Background: an optimization exercise with open tools, aiming at small area, a short achievable clock period and few clock cycles. Do not read the settings as production practice.
Only simulation tests tie the RTL to the original design; equivalence was not proved.

--- run.sh ---
#!/bin/bash
# synth_recipe.tcl (not shown) runs the flow's synth.tcl, then flattens the netlist and writes it again
# the make line also repeats each setting of config.mk as NAME=value (left out here)
make -C /OpenROAD-flow-scripts/flow DESIGN_CONFIG=/design/flow/config.mk WORK_HOME=/design/flow/orfs CLKGATE_MAP_FILE= SYNTH_SCRIPT=/design/flow/synth_recipe.tcl finish
--- config.mk ---
export PLATFORM = sky130hd
export DESIGN_NAME = mat_mult_1632_system
export DESIGN_NICKNAME = mat_mult_1632_system
export VERILOG_FILES = /design/flow/design.v
export SDC_FILE = /design/flow/constraint.sdc
export NUM_CORES = 4
export LEC_CHECK = 0
export CAP_MARGIN = 20
export CORE_MARGIN = 2
export CORE_UTILIZATION = 25
export PLACE_DENSITY = 0.45
export SLEW_MARGIN = 20
--- constraint.sdc ---
create_clock -name core_clock -period 10.0 [get_ports {clk}]
set_input_delay 2.0000 -clock core_clock [delete_from_list [all_inputs] [get_ports {clk}]]
set_output_delay 2.0000 -clock core_clock [all_outputs]
set_load 0.01 [all_outputs]
--- design.v ---
`timescale 1ns / 1ps
module mat_mult_1632_system(
    input clk,
    input reset,
    input start,
    output reg [9:0] addr_a,
    input signed [15:0] data_a,
    output reg [10:0] addr_b,
    input signed [15:0] data_b,
    output reg [8:0] addr_c,
    output signed [31:0] data_c,
    output reg we_c,
    output reg done
);
    reg rd_act;                        
    wire fire = start | rd_act;        
    wire [5:0] k = addr_b[10:5];
    wire [4:0] j = addr_b[4:0];
    wire k_first = (k == 6'd0);
    wire k_last  = (k == 6'd48);
    wire j_last  = (j == 5'd31);
    wire all_last = k_last & j_last & (addr_a == 10'd783);
    always @(posedge clk or posedge reset) begin
        if (reset) begin
            rd_act <= 1'b0;
            addr_a <= 10'd0;
            addr_b <= 11'd0;
        end else if (fire) begin
            if (all_last) begin
                rd_act <= 1'b0;
                addr_a <= 10'd0;
                addr_b <= 11'd0;
            end else begin
                rd_act <= 1'b1;
                if (k_last) begin
                    addr_b <= {6'd0, j + 5'd1};
                    addr_a <= j_last ? addr_a + 10'd1 : addr_a - 10'd48;
                end else begin
                    addr_b <= addr_b + 11'd32;
                    addr_a <= addr_a + 10'd1;
                end
            end
        end
    end
    reg signed [15:0] ra, rb;
    reg signed [31:0] pr;
    reg [31:0] acc;
    reg f1, f2;                        
    reg l1, l2;                        
    reg e1, e2;                        
    always @(posedge clk) begin
        ra <= data_a;
        rb <= data_b;
        pr <= ra * rb;
        acc <= (f2 ? 32'd0 : acc) + pr;
        f1 <= k_first;
        f2 <= f1;
    end
    always @(posedge clk or posedge reset) begin
        if (reset) begin
            l1 <= 1'b0; l2 <= 1'b0;
            e1 <= 1'b0; e2 <= 1'b0;
            we_c <= 1'b0;
            done <= 1'b0;
            addr_c <= 9'd0;
        end else begin
            l1 <= fire & k_last;
            e1 <= fire & all_last;
            l2 <= l1;
            e2 <= e1;
            we_c <= l2;
            done <= e2;
            if (we_c) addr_c <= addr_c + 9'd1;
        end
    end
    assign data_c = acc;
endmodule
==> results of run 1 <==
==> worst register-to-register path, stage by stage, from the launching register on <==
cell,delay [ns]
dfxtp_1,0.78
nand2_1,0.19
fa_1,0.54
fa_1,0.60
fa_1,0.45
fa_1,0.54
inv_1,0.05
fa_1,0.50
fa_1,0.42
ha_1,0.37
o21ai_0,0.30
a211oi_1,0.14
and3_1,0.22
o311a_1,0.38
a41oi_2,0.29
a21oi_2,0.13
a41o_1,0.27
a21oi_2,0.14
xnor2_1,0.12
==> worst max path at each step <==
| stage | endpoint | startpoint | cells after the start |
|---|---|---|---|
| 2_1_floorplan | pr[31] | ra[10] | 19 |
| 3_3_place_gp | pr[31] | ra[12] | 20 |
| 3_5_place_dp | pr[31] | rb[1] | 18 |
| 4_1_cts | pr[31] | rb[1] | 18 |
| 5_1_grt | pr[24] | rb[1] | 20 |
| 6_report | pr[31] | rb[1] | 18 |
==> layout make-up <==
| type | count | area, um2 |
|---|---|---|
| sequential | 135 | 2890 |
| fill | 6320 | 42600 |
| inverter | 324 | 1220 |
| timing repair buffer | 101 | 1000 |
| multi-input combinational | 1080 | 11000 |
| tap | 782 | 978 |
| clock buffer | 19 | 454 |
| clock inverter | 13 | 130 |
==> through the flow <==
stage	area [um2]	hold slack [ns]
floorplan	15200	0.310
global placement	17000	0.313
detailed placement	17000	0.319
CTS	17600	0.337
global route	17600	0.344
finish	17600	0.333
==> cells in the final DEF, fill, tap and decap left out, drive strengths merged, types with 19 or more instances in the layout <==
master	n
dfrtp	37
clkbuf	19
nor2	43
xnor2	58
clkdlybuf4s50	98
dfxtp	98
a21o	21
xor2	20
a21oi	55
fa	263
o21ai	39
nand2	145
inv	331
and2	125
ha	121
nor2b	37
==> cells by family (layout without fill, tap and decap cells) <==
group	count (synthesis)	count (layout)	synth area share [%]
flops	135	135	19.0
buf+inv	366	457	9.02
fa+ha+maj	384	384	44.5
xor+xnor	78	78	4.49
compound gates	180	180	8.10
simple gates	435	435	14.7
mux	3	3	0.214
==> registers in the layout, summed over array words and instances (netlist names) <==
name / flops
acc: 32
pr: 32
ra: 16
rb: 16
addr_b: 11
addr_a: 10
addr_c: 9
done: 1
e1: 1
e2: 1
f1: 1
f2: 1
l1: 1
l2: 1
rd_act: 1
we_c: 1
==> per-layer routing <==
layer  global-route usage [%]  part of all wire [%]  up-vias
li1                         -                     -     5058
met1                     15.1                    42     5325
met2                     23.4                    53      144
met3                     2.17                   3.1       36
met4                     4.36                   2.1        0
met5                        0                     0        -
==> run notes, run 1 <==
- Reg2Reg Setup Slack: 3.53 ns
- YS warnings: 1
- DP Cell Count: roughly 2400
- Synthesized area per cell: 9.63 um2
- Post-DP HPWL: 29.4 mm
- CP cell instances: nand2_1 > fa_1 > fa_1 > fa_1 > fa_1 > inv_1 > fa_1 > fa_1 > ha_1 > o21ai_0 > a211oi_1 > and3_1 > o311a_1 > a41oi_2 > a21oi_2 > a41o_1 > a21oi_2 > xnor2_1
- Critical setup path kind: flop to flop
- Data arrival, critical path: just under 7 ns
- Number of buffers and inverters on the critical path: 1
- HP Start: f1
- Pre-antenna DRT Iters: 5
- Worst path required time: 10.40 ns
- Largest net degree at the start of global routing: 38
- Max-slew headroom: between 40% and 50%
- WL/cell: 14.9 um
- Critical path's largest stage delay: 0.78 ns
- Max_cap viols: 0
- Die X: 251 um
- Crit-path slowest cell: dfxtp_1
- Vias per cell: 4.30
- Setup TNS: 0 ns
- Htree depth: 4
- Reg-to-Reg End: pr[31]
- Largest cells by area after synthesis: fa_1, dfxtp_1, ha_1, inv_1, dfrtp_1
- Post-synth top area share: 34.6%
- Status: finished clean
- Final Non-Filler Cells: between 2000 and 2500
- Port bufs: 98
- Ant diodes: 0
- Most numerous cell in the Yosys netlist: inv_1
- GR Overflow Total: 0
- Worst Hold Depth: 0
- Max-slew violations: 0
- Worst Skew: 0.0168 ns
- Fmax: 155 MHz
- Pre-CTS setup slack: 3.53 ns
- Reg2reg path depth: 18
- Sequential area share after synthesis: 19.0%
- Total track usage: ~13%
- CTS tree: built
- Final Hold Viols: 0
- Layout area overhead: 15.8%
- Layout cells sized above 1: 3.23%
- Crit path max fanout: 16
- Nets: approximately 2100
- RSZ-0062 raised after global routing: no
- Routability Congestion: 0.808
- Final wirelength: 36.5 mm
- CP dominant cell by count: fa_1
- Synth unique cells: 60
- Number of global-route vias before repair: 11900
- Mapped Cells: 1581
- Endpoint with the worst hold slack: f2
- Num rows: 90
- Hold WC Path Type: flop to flop
- Period utilization: 64.7%
- Synthesized Nets: 2000
- Synth async-reset ratio: 27.4%
- Post-CTS sizing: 0
- Final ANT Viol Nets: 0
- Via count: 10600
- Initial Util: 25.3%
- Initial antenna violation count: 0
- Mapped cell area: around 0.015 mm2
- Root Buffer: clkbuf_16
- Max Root-Sink Buffers: 2
- Post-synth EDFFs: 0
- Hold-fix buffers, CTS: 0
- Final WS setup: 3.53 ns
- First-pass GRT wire length: 62.3 mm
- Setup-failing EPs final: 0
- Setup repair bufs after CTS: 0
- DIE AREA: 0.0629 mm2
- Clock latency (worst-skew pair): 0.48 ns
- Die Y: 251 um
- CP Capture Type: flop
- Initial DRC count: roughly 430
- Worst Max-Slew Pin Slew: about 0.84 ns
- Synth area leader: fa_1
- Total CTS buffers: 17
- Clock sinks: 135
- Clock transition at path regs: 0.07 ns
- FF+latch count, synth: 135
- Synth cell count leaders: inv_1, fa_1, nand2_1
- Reg2reg start: rb[1]
- CORE AREA: 0.0602 mm2
- Synth Flop Type: dfxtp_1
- Final Core Density: 29.3%
- Top-Level Pins: between 90 and 100
- Tmin final: 6.47 ns
- CP top delay family: adder cells
- CP Launch Type: flop
- Post-route DRC: 0
Testbench counts, summed over its fixed seeds: cycles 200,720.
==> inputs of run 2 (changes only) <==
--- a/design.v
+++ b/design.v
@@ -44,4 +44,39 @@
     end
-    reg signed [15:0] ra, rb;
-    reg signed [31:0] pr;
+    reg [15:0] ra, rb;
+    reg [31:0] row [0:8];
+    reg [16:0] mag, pp;
+    reg [31:0] negs;
+    integer i;
+    always @(*) begin
+        negs = 32'd0;
+        for (i = 0; i < 8; i = i + 1) begin : booth
+            reg bm1, b0, b1, one, two;
+            b1  = rb[2*i+1];
+            b0  = rb[2*i];
+            bm1 = (i == 0) ? 1'b0 : rb[2*i-1];
+            one = b0 ^ bm1;
+            two = (b1 & ~b0 & ~bm1) | (~b1 & b0 & bm1);
+            mag = one ? {ra[15], ra} : (two ? {ra, 1'b0} : 17'd0);
+            pp  = b1 ? ~mag : mag;
+            row[i] = {15'd0, ~pp[16], pp[15:0]} << (2*i);
+            negs[2*i] = b1;
+        end
+        row[8] = negs | 32'hAAAB0000;
+    end
+    function [63:0] csa(input [31:0] x, input [31:0] y, input [31:0] z);
+        reg [31:0] s, c;
+        begin
+            s = x ^ y ^ z;
+            c = ((x & y) | (x & z) | (y & z)) << 1;
+            csa = {c, s};
+        end
+    endfunction
+    wire [63:0] l1a = csa(row[0], row[1], row[2]);
+    wire [63:0] l1b = csa(row[3], row[4], row[5]);
+    wire [63:0] l1c = csa(row[6], row[7], row[8]);
+    wire [63:0] l2a = csa(l1a[31:0], l1a[63:32], l1b[31:0]);
+    wire [63:0] l2b = csa(l1b[63:32], l1c[31:0], l1c[63:32]);
+    wire [63:0] l3a = csa(l2a[31:0], l2a[63:32], l2b[31:0]);
+    wire [63:0] l4a = csa(l3a[31:0], l3a[63:32], l2b[63:32]);
+    reg [31:0] ps, pc;                 
     reg [31:0] acc;
@@ -50,2 +85,4 @@
     reg e1, e2;                        
+    wire [31:0] acc_in = f2 ? 32'd0 : acc;
+    wire [63:0] fin = csa(ps, pc, acc_in);
     always @(posedge clk) begin
@@ -53,4 +90,5 @@
         rb <= data_b;
-        pr <= ra * rb;
-        acc <= (f2 ? 32'd0 : acc) + pr;
+        ps <= l4a[31:0];
+        pc <= l4a[63:32];
+        acc <= fin[31:0] + fin[63:32];
         f1 <= k_first;
==> run notes, run 2 <==
- RSZ-0062 raised after global routing: no
- Total CTS buffers: 17 (unchanged)
- Commonest cells after routing, fill and taps aside: nand2_1, inv_1, o21ai_0
- Highest metal used: met4
- Endpoint with the worst hold slack: f2
- Mapped Cells: 1894 (+20%)
- Instance count on the critical path: 11 (-7)
- Root Buffer: clkbuf_16
- DIE AREA: 0.0615 mm2 (-2.3%)
- Initial antenna violation count: 0 (unchanged)
- Post-route DRC: 0 (unchanged)
- CTS tree: built
- Largest registers: acc: 32 flops, ps: 32 flops, pc: 28 flops
- Critical setup path kind: flop to flop
- Layout area overhead: 14.4%
- Mapped cell area: 0.0149 mm2 (-2.3%)
- Number of global-route vias before repair: 12100 (+1.9%)
- Die X: 248 um (-1.1%)
- Layout cells sized above 1: 4.76% (+1.5 points)
- Worst Skew: 0.0122 ns (-0.00462 ns)
- Commonest non-fill, non-tap cell in the layout: nand2_1
- Pre-antenna DRT Iters: 5 (unchanged)
- Routed length on met1: 20.0 mm (+31%)
- Setup-failing EPs final: 0 (unchanged)
- Vias per cell: 4.74 (+10%)
- Met3 wire len: 1.71 mm (+53%)
- Critical path's largest stage delay: 0.91 ns (+0.13 ns)
- First-pass GRT wire length: 67.7 mm (+8.7%)
- Metal2 WL: 19.7 mm (+2.0%)
- Die Y: 248 um (-1.1%)
- Reg2reg start: rb[6]
- Synth cell count leaders: nand2_1, inv_1, o21ai_0
- Worst Max-Slew Pin Slew: 1.01 ns (+0.161 ns)
- Synth area leader: dfxtp_1
- Setup TNS: 0 ns (unchanged)
- CP dominant cell by count: fa_1
- Final Hold Viols: 0 (unchanged)
- Number of buffers and inverters on the critical path: 3 (+2)
- Worst path required time: 10.42 ns (+0.02 ns)
- Max-slew violations: 0 (unchanged)
- YS warnings: 2 (+1)
- Htree depth: 4 (unchanged)
- Crit path max fanout: 23 (+7)
- Largest cells by area after synthesis: dfxtp_1, fa_1, ha_1, dfrtp_1, nand2_1
- CP top delay family: adder cells
- HP Start: f1
- Post-CTS sizing: 0 (unchanged)
- Routability Congestion: 0.838 (+3.7%)
- Hold slack: 0.340 ns (+0.00743 ns)
- CP cell instances: inv_1 > nor2_1 > a21oi_1 > o22ai_1 > a21oi_1 > fa_1 > inv_1 > fa_1 > fa_1 > inv_1 > fa_1
- Reg-to-Reg End: ps[13]
- Post-synth top area share: 17.0% (-18 points)
- Crit-path slowest cell: dfxtp_1
- Via count: 12600 (+19%)
- Final wirelength: 42.4 mm (+16%)
- Nets: 2123 (+2.2%)
- Status: finished clean
- Synth Flop Type: dfxtp_1
- Reg2reg path depth: 11 (-7)
- Post-DP HPWL: 30.5 mm (+3.7%)
- Final WS setup: 5.02 ns (+1.49 ns)
- Hold WC Path Type: flop to flop
- Initial DRC count: 826 (+92%)
- CORE AREA: 0.0589 mm2 (-2.2%)
- Initial Util: 25.2% (about the same)
- Most numerous cell in the Yosys netlist: nand2_1
- Total track usage: 14.2% (+1.4 points)
- Final Core Density: 28.9% (-0.38 points)
- Reg2Reg Setup Slack: 5.02 ns (+1.49 ns)
- Pre-CTS setup slack: 5.12 ns (+1.59 ns)
- Final ANT Viol Nets: 0 (unchanged)
- Tmin final: 4.98 ns (-1.49 ns)
- Ant diodes: 0 (unchanged)
- Max Root-Sink Buffers: 2 (unchanged)
- Setup repair bufs after CTS: 0 (unchanged)
- Clock sinks: 163 (+21%)
- Worst Hold Depth: 0 (unchanged)
- FF+latch count, synth: 163 (+21%)
- Fillers: 6228 (-1.5%)
- GR Overflow Total: 0 (unchanged)
- CP Capture Type: flop
- Largest net degree at the start of global routing: 81 (+110%)
- Synthesized area per cell: 7.85 um2 (-18%)
- Data arrival, critical path: 5.40 ns (-1.48 ns)
- Top-Level Pins: 99 (unchanged)
- Num rows: 89 (-1.1%)
- Hold-fix buffers, CTS: 0 (unchanged)
- Port bufs: 98 (unchanged)
- Period utilization: 49.8% (-15 points)
- Post-synth EDFFs: 0 (unchanged)
- Synth unique cells: 67 (+12%)
- Synth async-reset ratio: 22.7% (-4.7 points)
- Sequential area share after synthesis: 23.2% (+4.2 points)
- Max-slew headroom: 32.7% (-10 points)
- Max_cap viols: 0 (unchanged)
- Synthesized Nets: 2139 (+7.0%)
- Clock transition at path regs: 0.07 ns (about the same)
- Clock latency (worst-skew pair): 0.48 ns (about the same)
- Fmax: 201 MHz (+30%)
- WL/cell: 15.9 um (+7.0%)
- CP Launch Type: flop
run 2: changes by cell type in the layout (fill, tap and decap cells not counted), moves of 31 or more:
| cell | change |
|---|---|
| o22ai_1 | +55 |
| a22oi_1 | +33 |
| a21oi_1 | +80 |
| maj3_1 | +50 |
| o21ai_0 | +98 |
| and2_1 | -116 |
| a221oi_1 | +31 |
| nand2_1 | +97 |
| nor2_1 | +90 |
| fa_1 | -151 |
| inv_1 | -109 |
run 2: final cells by class:
cell class                 count  area, um2  share of cell area (%)
clock inverter                14        153                   0.897
tap                          773        967                    5.68
clock buffer                  18        429                    2.52
sequential                   163       3460                    20.3
inverter                     215        807                    4.74
multi-input combinational   1351       9980                    58.7
timing repair buffer         130       1220                    7.18
run 2: kinds of logic after synthesis:
logic type,Yosys count,synth area share [%]
and+or+nand+nor,536,16.1
AOI/OAI and AO/OA,483,20.0
buffers and inverters,380,9.70
adders and majority gates,260,26.7
DFF,163,23.2
xor gates and xnor gates,61,3.59
muxes,11,0.766
run 2: how the worst max path moves through the flow:
stage,slack [ns],endpoint,from
after CTS,5.12,ps[13],rb[6]
after floorplan,6.37,ps[13],rb[3]
final,5.02,ps[13],rb[6]
after detailed placement,5.12,ps[13],rb[6]
after global routing,4.77,ps[13],rb[6]
after global placement,5.23,ps[13],rb[6]
run 2: per-layer routing:
metal | up-vias | track usage [%]
met3 | 45 | 2.61
met5 | - | 0
met4 | 0 | 5.16
li1 | 6308 | -
met2 | 261 | 23.0
met1 | 6003 | 18.7
run 2: stage by stage:
stage                     cell area (um2)  instances
final                               17000       2664
after detailed placement            16400       2632
after floorplan                     14900       1894
after global routing                17000       2664
after global placement              16400       2632
after CTS                           17000       2664
Testbench counts of run 2, summed over its fixed seeds: cycles 200,720.
==> inputs of run 3 (changes only) <==
--- a/design.v
+++ b/design.v
@@ -44,3 +44,14 @@
     end
-    reg [15:0] ra, rb;
+    reg [15:0] ra;
+    reg [7:0] bneg, bone, btwo;
+    wire [16:0] db = {data_b, 1'b0};
+    reg [7:0] eneg, eone, etwo;
+    integer i;
+    always @(*) begin
+        for (i = 0; i < 8; i = i + 1) begin
+            eneg[i] = db[2*i+2];
+            eone[i] = db[2*i+1] ^ db[2*i];
+            etwo[i] = (db[2*i+2] & ~db[2*i+1] & ~db[2*i]) | (~db[2*i+2] & db[2*i+1] & db[2*i]);
+        end
+    end
     reg [31:0] row [0:8];
@@ -48,16 +59,9 @@
     reg [31:0] negs;
-    integer i;
     always @(*) begin
         negs = 32'd0;
-        for (i = 0; i < 8; i = i + 1) begin : booth
-            reg bm1, b0, b1, one, two;
-            b1  = rb[2*i+1];
-            b0  = rb[2*i];
-            bm1 = (i == 0) ? 1'b0 : rb[2*i-1];
-            one = b0 ^ bm1;
-            two = (b1 & ~b0 & ~bm1) | (~b1 & b0 & bm1);
-            mag = one ? {ra[15], ra} : (two ? {ra, 1'b0} : 17'd0);
-            pp  = b1 ? ~mag : mag;
+        for (i = 0; i < 8; i = i + 1) begin
+            mag = bone[i] ? {ra[15], ra} : (btwo[i] ? {ra, 1'b0} : 17'd0);
+            pp  = bneg[i] ? ~mag : mag;
             row[i] = {15'd0, ~pp[16], pp[15:0]} << (2*i);
-            negs[2*i] = b1;
+            negs[2*i] = bneg[i];
         end
@@ -89,3 +93,5 @@
         ra <= data_a;
-        rb <= data_b;
+        bneg <= eneg;
+        bone <= eone;
+        btwo <= etwo;
         ps <= l4a[31:0];
==> run notes, run 3 <==
- Status: finished clean
- Initial Util: 25.2% (about the same)
- Post-route DRC: 0 (unchanged)
- Worst Max-Slew Pin Slew: 1.09 ns (+0.0850 ns)
- Met2 Usage GRT: 19.9% (-3.1 points)
- Synth area leader: dfxtp_1
- Synthesized area per cell: 8.99 um2 (+15%)
- DIE AREA: 0.0549 mm2 (-11%)
- Initial antenna violation count: 0 (unchanged)
- WL/cell: 14.9 um (-6.1%)
- Mapped cell area: 0.0133 mm2 (-11%)
- Reg2reg path depth: 9 (-2)
- Via count: 9445 (-25%)
- Post-synth EDFFs: 0 (unchanged)
- Mapped Cells: 1475 (-22%)
- Data arrival, critical path: 4.21 ns (-1.19 ns)
- Max-slew headroom: 27.1% (-5.5 points)
- Final Core Density: 29.3% (+0.39 points)
- Hold-fix buffers, CTS: 0 (unchanged)
- Reg2Reg Setup Slack: 6.13 ns (+1.11 ns)
- CORE AREA: 0.0526 mm2 (-11%)
- Nets: 1754 (-17%)
- Max_cap viols: 0 (unchanged)
- Layout area overhead: 16.0%
- Commonest cells after routing, fill and taps aside: inv_1, nand2_1, dfxtp_1
- Die Y: 234 um (-5.5%)
- Fillers: 5550 (-11%)
- Post-synth top area share: 20.2% (+3.3 points)
- Num rows: 84 (-5.6%)
- Root Buffer: clkbuf_16
- Fmax: 258 MHz (+29%)
- Setup-failing EPs final: 0 (unchanged)
- Crit path max fanout: 20 (-13%)
- Largest net degree at the start of global routing: 38 (-53%)
- Layout cells sized above 1: 4.27% (-0.49 points)
- Period utilization: 38.7% (-11 points)
- Largest cells by area after synthesis: dfxtp_1, fa_1, ha_1, xnor2_1, dfrtp_1
- Hold WC Path Type: flop to flop
- Commonest non-fill, non-tap cell in the layout: inv_1
- Htree depth: 4 (unchanged)
- Final WS setup: 6.13 ns (+1.11 ns)
- Clock latency (worst-skew pair): 0.46 ns (-0.02 ns)
- Synth unique cells: 68 (+1.5%)
- Synth async-reset ratio: 21.6% (-1.1 points)
- Vias per cell: 4.27 (-9.8%)
- CP dominant cell by count: fa_1
- First-pass GRT wire length: 54.3 mm (-20%)
- Total track usage: 12.7% (-1.5 points)
- Synth cell count leaders: inv_1, nand2_1, dfxtp_1
- CP Capture Type: flop
- Top-Level Pins: 99 (unchanged)
- Clock sinks: 171 (+4.9%)
- Synthesized Nets: 1720 (-20%)
- Met1 Usage GRT: 17.1% (-1.6 points)
- Setup crit end: ps[13]
- RSZ-0062 raised after global routing: no
- CP top delay family: adder cells
- FF+latch count, synth: 171 (+4.9%)
- CP cell instances: nor2b_1 > a22oi_1 > xnor2_1 > fa_1 > inv_1 > fa_1 > fa_1 > inv_1 > fa_1
- Total CTS buffers: 17 (unchanged)
- Worst path required time: 10.34 ns (-0.08 ns)
- Ant diodes: 0 (unchanged)
- Instance count on the critical path: 9 (-2)
- Clock transition at path regs: 0.08 ns (about the same)
- Reg-to-Reg End: ps[13]
- Final wirelength: 33.0 mm (-22%)
- YS warnings: 2 (unchanged)
- Critical setup path kind: flop to flop
- M3 GR Usage: 2.66% (+0.057 points)
- Number of global-route vias before repair: 9841 (-19%)
- GR Overflow Total: 0 (unchanged)
- Final Hold Viols: 0 (unchanged)
- Tmin final: 3.87 ns (-1.11 ns)
- Sequential area share after synthesis: 27.2% (+4.0 points)
- Setup repair bufs after CTS: 0 (unchanged)
- CP Launch Type: flop
- GR peak layer: met2
- Port bufs: 98 (unchanged)
- Max-slew violations: 0 (unchanged)
- Critical path's largest stage delay: 0.73 ns (-0.18 ns)
- Max Root-Sink Buffers: 2 (unchanged)
- Routability Congestion: 0.820 (-2.2%)
- Synth Flop Type: dfxtp_1
- Post-DP HPWL: 26.0 mm (-15%)
- Number of buffers and inverters on the critical path: 2 (-1)
- Reg2reg start: bone[0]
- Setup TNS: 0 ns (unchanged)
- CTS tree: built
- Crit-path slowest cell: nor2b_1
- Most numerous cell in the Yosys netlist: inv_1
- Die X: 234 um (-5.5%)
- Pre-CTS setup slack: 5.94 ns (+0.813 ns)
- Worst Setup SP: bone[0]
- Pre-antenna DRT Iters: 7 (+2)
- Final ANT Viol Nets: 0 (unchanged)
- Largest registers: acc: 32 flops, ps: 32 flops, pc: 28 flops
- Initial DRC count: 471 (-43%)
- Post-CTS sizing: 0 (unchanged)
- Worst Skew: 0.00855 ns (-0.00360 ns)
[run 3: cell count changes in the layout (fill, tap and decap cells not counted), moves of 26 or more]
| cell | before | now |
|---|---|---|
| nand2_1 | 242 | 175 |
| a21oi_1 | 133 | 31 |
| xnor2_1 | 34 | 108 |
| maj3_1 | 50 | 0 |
| buf_4 | 32 | 6 |
| xor2_1 | 27 | 73 |
| nor2_1 | 133 | 30 |
| a221oi_1 | 33 | 0 |
| o22ai_1 | 55 | 0 |
| o21ai_0 | 134 | 105 |
[run 3: final cells by class]
class                      instances  area (um2)  share of cell area (%)
multi-input combinational        995        8480                    55.1
sequential                       171        3610                    23.5
timing repair buffer             104        1030                    6.67
tap                              688         861                    5.60
inverter                         220         826                    5.37
clock buffer                      17         425                    2.77
clock inverter                    15         154                    1.00
[run 3: cells by family (layout without fill, tap and decap cells)]
| family | after synthesis | after routing | synth area share [%] |
|---|---|---|---|
| flip-flops | 171 | 171 | 27.2 |
| AO/OA/AOI/OAI | 269 | 269 | 13.7 |
| adder cells (fa/ha/maj) | 210 | 210 | 26.1 |
| multiplexers | 5 | 5 | 0.406 |
| buffers and inverters | 309 | 356 | 8.85 |
| XOR/XNOR | 181 | 181 | 12.0 |
| AND/OR/NAND/NOR | 330 | 330 | 11.7 |
[run 3: routing by layer]
metal	share of wire (%)	vias up
li1	-	4797
met1	49	4426
met2	45	181
met3	4.1	41
met4	2.3	0
met5	0	-
[run 3: through the flow]
step	area, um2	hold slack (ns)	std cells
3_5_place_dp	14800	0.316	2178
4_1_cts	15400	0.337	2210
5_1_grt	15400	0.350	2210
2_1_floorplan	13300	0.310	1475
6_report	15400	0.338	2210
3_3_place_gp	14800	0.314	2178
[run 3: how the worst min path moves through the flow]
stage | endpoint | slack (ns) | depth (start not counted) | start
after floorplan | f2 | 0.31 | 0 | f1
after global placement | f2 | 0.31 | 0 | f1
after detailed placement | f2 | 0.32 | 0 | f1
after CTS | f2 | 0.34 | 0 | f1
after global routing | f2 | 0.35 | 0 | f1
final | f2 | 0.34 | 0 | f1
Testbench counts of run 3, summed over its fixed seeds: cycles 200,720.
==> inputs of run 4 (changes only) <==
--- a/design.v
+++ b/design.v
@@ -62,3 +62,3 @@
         for (i = 0; i < 8; i = i + 1) begin
-            mag = bone[i] ? {ra[15], ra} : (btwo[i] ? {ra, 1'b0} : 17'd0);
+            mag = ({17{bone[i]}} & {ra[15], ra}) | ({17{btwo[i]}} & {ra, 1'b0});
             pp  = bneg[i] ? ~mag : mag;
@@ -86,6 +86,8 @@
     reg [31:0] acc;
-    reg f1, f2;                        
+    reg f1a, f1b;
+    reg f2a, f2b, f2c_n, f2d_n;
     reg l1, l2;                        
     reg e1, e2;                        
-    wire [31:0] acc_in = f2 ? 32'd0 : acc;
+    wire [31:0] acc_in = {acc[31:24] & {8{f2d_n}}, acc[23:16] & {8{f2c_n}},
+                          acc[15:8] & {8{~f2b}}, acc[7:0] & {8{~f2a}}};
     wire [63:0] fin = csa(ps, pc, acc_in);
@@ -99,4 +101,8 @@
         acc <= fin[31:0] + fin[63:32];
-        f1 <= k_first;
-        f2 <= f1;
+        f1a <= k_first;
+        f1b <= ~k_first;
+        f2a <= f1a;
+        f2b <= ~f1b;
+        f2c_n <= ~f1a;
+        f2d_n <= f1b;
     end
==> flow/run.sh (new file) <==
#!/bin/bash
# The standard layout (the standard.sh: standard synthesis and the ORFS steps), with
# two changes to how it is made: the port buffers that buffer_ports inserts are
# sky130_fd_sc_hd__buf_2, and repair_timing aims for 6.9 ns of setup slack.
# The clock period, the SDC and the synthesis are the standard ones.
set -euo pipefail
bash standard.sh "BUFFER_PORTS_ARGS=-buffer_cell sky130_fd_sc_hd__buf_2" SETUP_SLACK_MARGIN=6.9 finish > standard_flow.log 2>&1
==> standard.sh (new file) <==
#!/bin/bash
# synth_recipe.tcl (not shown) runs the flow's synth.tcl, then flattens the netlist and writes it again
# the make line also repeats each setting of config.mk as NAME=value (left out here)
make -C /OpenROAD-flow-scripts/flow DESIGN_CONFIG=/design/flow/config.mk WORK_HOME=/design/flow/orfs CLKGATE_MAP_FILE= SYNTH_SCRIPT=/design/flow/synth_recipe.tcl "${@:-finish}"
--- a/config.mk
+++ b/config.mk
@@ -9,4 +9,6 @@
 export CORE_MARGIN = 2
-export CORE_UTILIZATION = 25
-export PLACE_DENSITY = 0.45
+export CORE_UTILIZATION = 70
+export CTS_CLUSTER_DIAMETER = 60
+export CTS_CLUSTER_SIZE = 30
+export PLACE_DENSITY = 0.8
 export SLEW_MARGIN = 20
removed: run.sh
==> run notes, run 4 <==
- Commonest cells after routing, fill and taps aside: inv_1, xnor2_1, a22oi_1
- Worst path required time: 10.31 ns (-0.03 ns)
- Reg2reg path depth: 7 (-2)
- Port bufs: 98 (unchanged)
- Max Root-Sink Buffers: 2 (unchanged)
- Sequential area share after synthesis: 29.2% (+2.0 points)
- Clock sinks: 175 (+2.3%)
- Largest cells by area after synthesis: dfxtp_1, fa_1, ha_1, xnor2_1, dfrtp_1
- Max_cap viols: 0 (unchanged)
- Synth async-reset ratio: 21.1% (-0.49 points)
- Post-synth top area share: 21.9% (+1.7 points)
- YS warnings: 2 (unchanged)
- CP Launch Type: flop
- Most numerous cell in the Yosys netlist: inv_1
- Ant diodes: 0 (unchanged)
- WL/cell: 18.0 um (+21%)
- Max-slew violations: 0 (unchanged)
- CP Capture Type: flop
- Die X: 138 um (-41%)
- Via count: 9406 (-0.41%)
- Initial Util: 70.8% (+46 points)
- Post-route DRC: 0 (unchanged)
- FF+latch count, synth: 175 (+2.3%)
- Post-synth EDFFs: 0 (unchanged)
- First-pass GRT wire length: 46.9 mm (-14%)
- Tmin final: 3.08 ns (-0.789 ns)
- DIE AREA: 0.0191 mm2 (-65%)
- Pre-CTS setup slack: 6.45 ns (+0.519 ns)
- Pre-antenna DRT Iters: 6 (-1)
- Mapped cell area: 0.0126 mm2 (-4.8%)
- Post-DP HPWL: 20.7 mm (-20%)
- Number of global-route vias before repair: 9255 (-6.0%)
- Mapped Cells: 1320 (-11%)
- Routability Congestion: 0.935 (+14%)
- Root Buffer: clkbuf_16
- Period utilization: 30.8% (-7.9 points)
- Largest registers: acc: 32 flops, ps: 32 flops, pc: 28 flops
- Final wirelength: 29.0 mm (-12%)
- Worst Hold Depth: 0 (unchanged)
- Synth unique cells: 52 (-24%)
- Clock transition at path regs: 0.07 ns (about the same)
- Initial antenna violation count: 0 (unchanged)
- Hold WC Path Type: flop to flop
- RSZ-0062 raised after global routing: yes
- Largest net degree at the start of global routing: 29 (-24%)
- Worst Max-Slew Pin Slew: 0.601 ns (-0.490 ns)
- Layout cells sized above 1: 16.3% (+12 points)
- Total track usage: 30.6% (+18 points)
- Num rows: 49 (-42%)
- Final ANT Viol Nets: 0 (unchanged)
- Synth Flop Type: dfxtp_1
- Synthesized Nets: 1565 (-9.0%)
- Die Y: 138 um (-41%)
- Clock latency (worst-skew pair): 0.44 ns (-0.02 ns)
- Final Hold Viols: 0 (unchanged)
- Commonest non-fill, non-tap cell in the layout: inv_1
- Critical setup path kind: flop to flop
- Vias per cell: 5.83 (+37%)
- Max-slew headroom: 59.9% (+33 points)
- Synthesized area per cell: 9.56 um2 (+6.3%)
- Synth cell count leaders: inv_1, dfxtp_1, xnor2_1
- Final WS setup: 6.92 ns (+0.789 ns)
- Hold-fix buffers, CTS: 0 (unchanged)
- CORE AREA: 0.0178 mm2 (-66%)
- Setup TNS: 0 ns (unchanged)
- CTS tree: built
- GR Overflow Total: 0 (unchanged)
- Nets: 1615 (-7.9%)
- Htree depth: 4 (unchanged)
- Status: finished clean
- Fmax: 324 MHz (+26%)
- Total CTS buffers: 17 (unchanged)
- Initial DRC count: 867 (+84%)
- Worst Skew: 0.0126 ns (+0.00408 ns)
- Top-Level Pins: 99 (unchanged)
- Data arrival, critical path: 3.40 ns (-0.81 ns)
- Synth area leader: dfxtp_1
- Crit path max fanout: 17 (-15%)
- Setup-failing EPs final: 0 (unchanged)
- Layout area overhead: 11.6%
## run 4: final timing paths
path                              to     from  slack, ns
max reg2reg                   ps[15]  bone[3]       6.92
max in group asynchronous  addr_b[7]    reset       7.73
min reg2reg                     we_c       l2       0.35
max                           ps[15]  bone[3]       6.92
min in group asynchronous  addr_c[1]    reset       1.52
min                             we_c       l2       0.35
## run 4: logic make-up after synthesis
group                      Yosys count  share of synthesized area [%]
buffers and inverters              293                           8.73
AOI/OAI and AO/OA                  248                           13.2
adders and majority gates          210                           27.5
and+or+nand+nor                    200                           7.86
xor gates and xnor gates           187                           13.0
DFF                                175                           29.2
muxes                                7                          0.585
## run 4: metal layers
metal	part of all wire [%]	up-vias	GRT usage [%]
met5	0	-	0
met1	43	4499	43.5
met2	46	442	47.1
met3	8.6	75	6.13
met4	2.7	0	11.1
li1	-	4390	-
## run 4: metrics by stage
step,hold slack (ns),cell area (um2),instances,util (%)
global route,0.354,14100,1612,78.9
finish,0.349,14100,1612,78.9
detailed placement,0.335,13100,1571,73.6
floorplan,0.331,12700,1320,-
global placement,0.332,13100,1571,73.6
CTS,0.351,13800,1607,77.6
## run 4: timing repair
action	in CTS	in global routing
buffers inserted	4	5
pin swaps	1	5
gates resized for setup	56	57
setup endpoints to repair	42	38
## run 4: worst max-delay path, stage by stage, from the launching register on
cell and delay, ns:
dfxtp_4 0.42, a22oi_1 0.35, xnor2_2 0.19, fa_1 0.50
fa_1 0.52, fa_1 0.50, inv_1 0.05, fa_1 0.44
## run 4: area by class of cell
cell class / count / area [um2]
repair buffers: 108 / 566
clock inverters: 13 / 149
fillers: 1204 / 3760
clock buffers: 19 / 433
well taps: 229 / 287
multi-input cells: 852 / 8000
flip-flops and latches: 175 / 3830
inverters: 216 / 817
Testbench counts of run 4, summed over its fixed seeds: cycles 200,720.
==> inputs of run 5 (changes only) <==
--- a/design.v
+++ b/design.v
@@ -92,3 +92,2 @@
                           acc[15:8] & {8{~f2b}}, acc[7:0] & {8{~f2a}}};
-    wire [63:0] fin = csa(ps, pc, acc_in);
     always @(posedge clk) begin
@@ -100,3 +99,3 @@
         pc <= l4a[63:32];
-        acc <= fin[31:0] + fin[63:32];
+        acc <= acc_in + ps + pc;
         f1a <= k_first;
--- a/config.mk
+++ b/config.mk
@@ -9,6 +9,6 @@
 export CORE_MARGIN = 2
-export CORE_UTILIZATION = 70
+export CORE_UTILIZATION = 75
 export CTS_CLUSTER_DIAMETER = 60
 export CTS_CLUSTER_SIZE = 30
-export PLACE_DENSITY = 0.8
+export PLACE_DENSITY = 0.85
 export SLEW_MARGIN = 20
==> run notes, run 5 <==
- Largest registers: acc: 32 flops, ps: 32 flops, pc: 28 flops
- Post-synth EDFFs: 0 (unchanged)
- Reg2reg start: bone[5]
- Synth area leader: dfxtp_1
- Initial DRC count: 1179 (+36%)
- Post-DP HPWL: 20.7 mm (about the same)
- DIE AREA: 0.0175 mm2 (-8.4%)
- Commonest cells after routing, fill and taps aside: xnor2_1, inv_1, a22oi_1
- Max Root-Sink Buffers: 2 (unchanged)
- Layout area overhead: 12.0%
- Worst Max-Slew Pin Slew: 0.769 ns (+0.168 ns)
- Port bufs: 98 (unchanged)
- Hold WC Path Type: flop to flop
- Clock transition at path regs: 0.07 ns (about the same)
- Hold-fix buffers, CTS: 0 (unchanged)
- CORE AREA: 0.0160 mm2 (-10%)
- Clock latency (worst-skew pair): 0.44 ns (about the same)
- Htree depth: 4 (unchanged)
- CP dominant cell by count: fa_1
- Synth cell count leaders: dfxtp_1, xnor2_1, a22oi_1, inv_1, fa_1
- Worst Hold Depth: 0 (unchanged)
- Multi-input combinational cell area: 0.00805 mm2 (+0.56%)
- Worst Skew: 0.00857 ns (-0.00406 ns)
- HP Start: f1a
- First-pass GRT wire length: 49.7 mm (+6.0%)
- Worst path required time: 10.32 ns (about the same)
- CP cell instances: a22oi_1 > xnor2_1 > fa_1 > inv_1 > fa_1 > fa_1 > inv_1 > fa_1
- Setup TNS: 0 ns (unchanged)
- Pre-antenna DRT Iters: 7 (+1)
- Reg-to-Reg End: ps[13]
- CP Capture Type: flop
- CP Launch Type: flop
- CP top delay family: adder cells
- Total CTS buffers: 17 (unchanged)
- Fmax: 321 MHz (-1.1%)
- Endpoint with the worst hold slack: f2a
- Post-synth top area share: 22.4% (+0.47 points)
- YS warnings: 2 (unchanged)
- FF+latch count, synth: 175 (unchanged)
- Reg2Reg Setup Slack: 6.88 ns (-0.03 ns)
- CTS tree: built
- Final Hold Viols: 0 (unchanged)
- Status: finished clean
- Max-slew violations: 0 (unchanged)
- Synth unique cells: 59 (+13%)
- Initial Util: 77.3% (+6.5 points)
- Critical setup path kind: flop to flop
- Nets: 1531 (-5.2%)
- Setup-failing EPs final: 0 (unchanged)
- Critical path's largest stage delay: 0.56 ns (+0.04 ns)
- Largest cells by area after synthesis: dfxtp_1, fa_1, ha_1, xnor2_1, dfrtp_1
- Data arrival, critical path: 3.44 ns (+0.04 ns)
- Max_cap viols: 0 (unchanged)
- WL/cell: 20.8 um (+15%)
- Ant diodes: 0 (unchanged)
- Most numerous cell in the Yosys netlist: dfxtp_1
- Via count: 9684 (+3.0%)
- Max-slew headroom: 48.6% (-11 points)
- Sequential area share after synthesis: 29.8% (+0.62 points)
- Synthesized Nets: 1473 (-5.9%)
- Clock sinks: 175 (unchanged)
- Total track usage: 36.0% (+5.4 points)
- RSZ-0062 raised after global routing: yes
- Number of global-route vias before repair: 9413 (+1.7%)
- Die Y: 132 um (-4.3%)
- Register area: 0.00383 mm2 (about the same)
- Top-Level Pins: 99 (unchanged)
- Die X: 132 um (-4.3%)
- Synth Flop Type: dfxtp_1
- Num rows: 46 (-6.1%)
- Hold slack: 0.348 ns (-0.00154 ns)
- Layout cells sized above 1: 18.3% (+2.1 points)
- Final wirelength: 31.5 mm (+8.5%)
- Crit path max fanout: 17 (unchanged)
- Final ANT Viol Nets: 0 (unchanged)
- Period utilization: 31.2% (+0.34 points)
- Fillers: 857 (-29%)
- GR Overflow Total: 0 (unchanged)
- Reg2reg path depth: 8 (+1)
- Crit-path slowest cell: fa_1
- Number of buffers and inverters on the critical path: 2 (+1)
- Largest net degree at the start of global routing: 38 (+31%)
- Synthesized area per cell: 10.1 um2 (+5.3%)
- Tmin final: 3.12 ns (+0.0344 ns)
- Post-route DRC: 0 (unchanged)
- Vias per cell: 6.39 (+9.5%)
- Routability Congestion: 0.998 (+6.8%)
- Root Buffer: clkbuf_16
- Commonest non-fill, non-tap cell in the layout: xnor2_1
- Mapped Cells: 1228 (-7.0%)
- Mapped cell area: 0.0124 mm2 (-2.1%)
- Initial antenna violation count: 0 (unchanged)
- Synth async-reset ratio: 21.1% (unchanged)
-- run 5: cell types whose count changed after synthesis, sizes merged, moves of 7 or more --
cell / previous run / this run
inv: 216 / 122
and2: 4 / 19
nand2: 73 / 62
a21o: 4 / 13
buf: 4 / 13
nor2: 32 / 25
-- run 5: area by class of cell --
type / count / share of cell area, %
clock buffers: 20 / 3.23
clock inverters: 12 / 0.904
inverters: 122 / 3.34
multi-input cells: 851 / 58.2
flip-flops and latches: 175 / 27.7
well taps: 216 / 1.95
repair buffers: 119 / 4.71
-- run 5: repair_timing --
action / in CTS / in global routing
endpoints found under the setup margin: 41 / 32
buffers inserted: 6 / 13
endpoints found under the hold margin: 0 / 0
pin swaps: 5 / 8
gates resized for setup: 70 / 41
cloned: 0 / 0
-- run 5: kinds of logic after synthesis --
| group | count (synthesis) | synth area share, % |
|---|---|---|
| xor gates and xnor gates | 184 | 13.0 |
| DFF | 175 | 29.8 |
| AOI/OAI and AO/OA | 262 | 14.5 |
| muxes | 7 | 0.617 |
| and+or+nand+nor | 188 | 7.74 |
| buffers and inverters | 202 | 6.25 |
| adders and majority gates | 210 | 28.1 |
-- run 5: worst max path at each step --
stage,start,endpoint,cells past startpoint
after floorplan,ra[8],ps[13],10
after global placement,bneg[5],ps[13],7
after detailed placement,bneg[5],ps[13],7
after CTS,btwo[4],ps[13],8
after global routing,ra[8],ps[16],8
final,bone[5],ps[13],8
-- run 5: per-stage QoR --
stage | setup slack (ns) | cell area (um2) | utilization (%) | std cells
after detailed placement | 6.46 | 12800 | 80.2 | 1464
final | 6.88 | 13800 | 86.5 | 1515
after global routing | 6.83 | 13800 | 86.5 | 1515
after floorplan | 6.87 | 12500 | - | 1228
after global placement | 6.52 | 12800 | 80.2 | 1464
after CTS | 6.85 | 13600 | 84.9 | 1502
-- run 5: layer usage --
metal / up-vias / track usage (%) / wire length, um
met5: - / 0 / 0
met1: 4647 / 48.7 / 12200
met4: 0 / 13.7 / 1290
li1: 4235 / - / -
met2: 675 / 57.8 / 14800
met3: 127 / 7.11 / 3180
Testbench counts of run 5, summed over its fixed seeds: cycles 200,720.

## what the ideal ports hide
In the flow no input, the clock included, has a driving cell. The finished layouts below were timed again as built, in two steps.
Step 1 sets driving cells, clkbuf_16 on the clock port and buf_2 on the other inputs (assumed; they add their load-dependent delay and slew).
Step 2 times the ports against the registers' clock, not the clock port: input delays grow and output delays shrink by t, the midpoint of the rising clock arrivals with the driver on.
Three values: ideal ports, drivers, drivers and shift; two values: the first two.
run | shift t [ns] | slack for setup (ns) | pins driven straight from the clock port
run 1 | 0.526 | 3.529 / 3.529 / 3.529 | 1
run 2 | 0.532 | 5.021 / 5.021 / 5.021 | 1
run 3 | 0.512 | 6.128 / 6.128 / 6.128 | 1
run 4 | 0.486 | 6.917 / 6.886 / 6.765 | 1
run 5 | 0.481 | 6.883 / 6.879 / 6.721 | 1
After both steps every run listed still meets setup and hold. For run 5, which loses most, drivers alone change the setup slack by -0.004 ns; drivers and shift together by -0.162 ns.
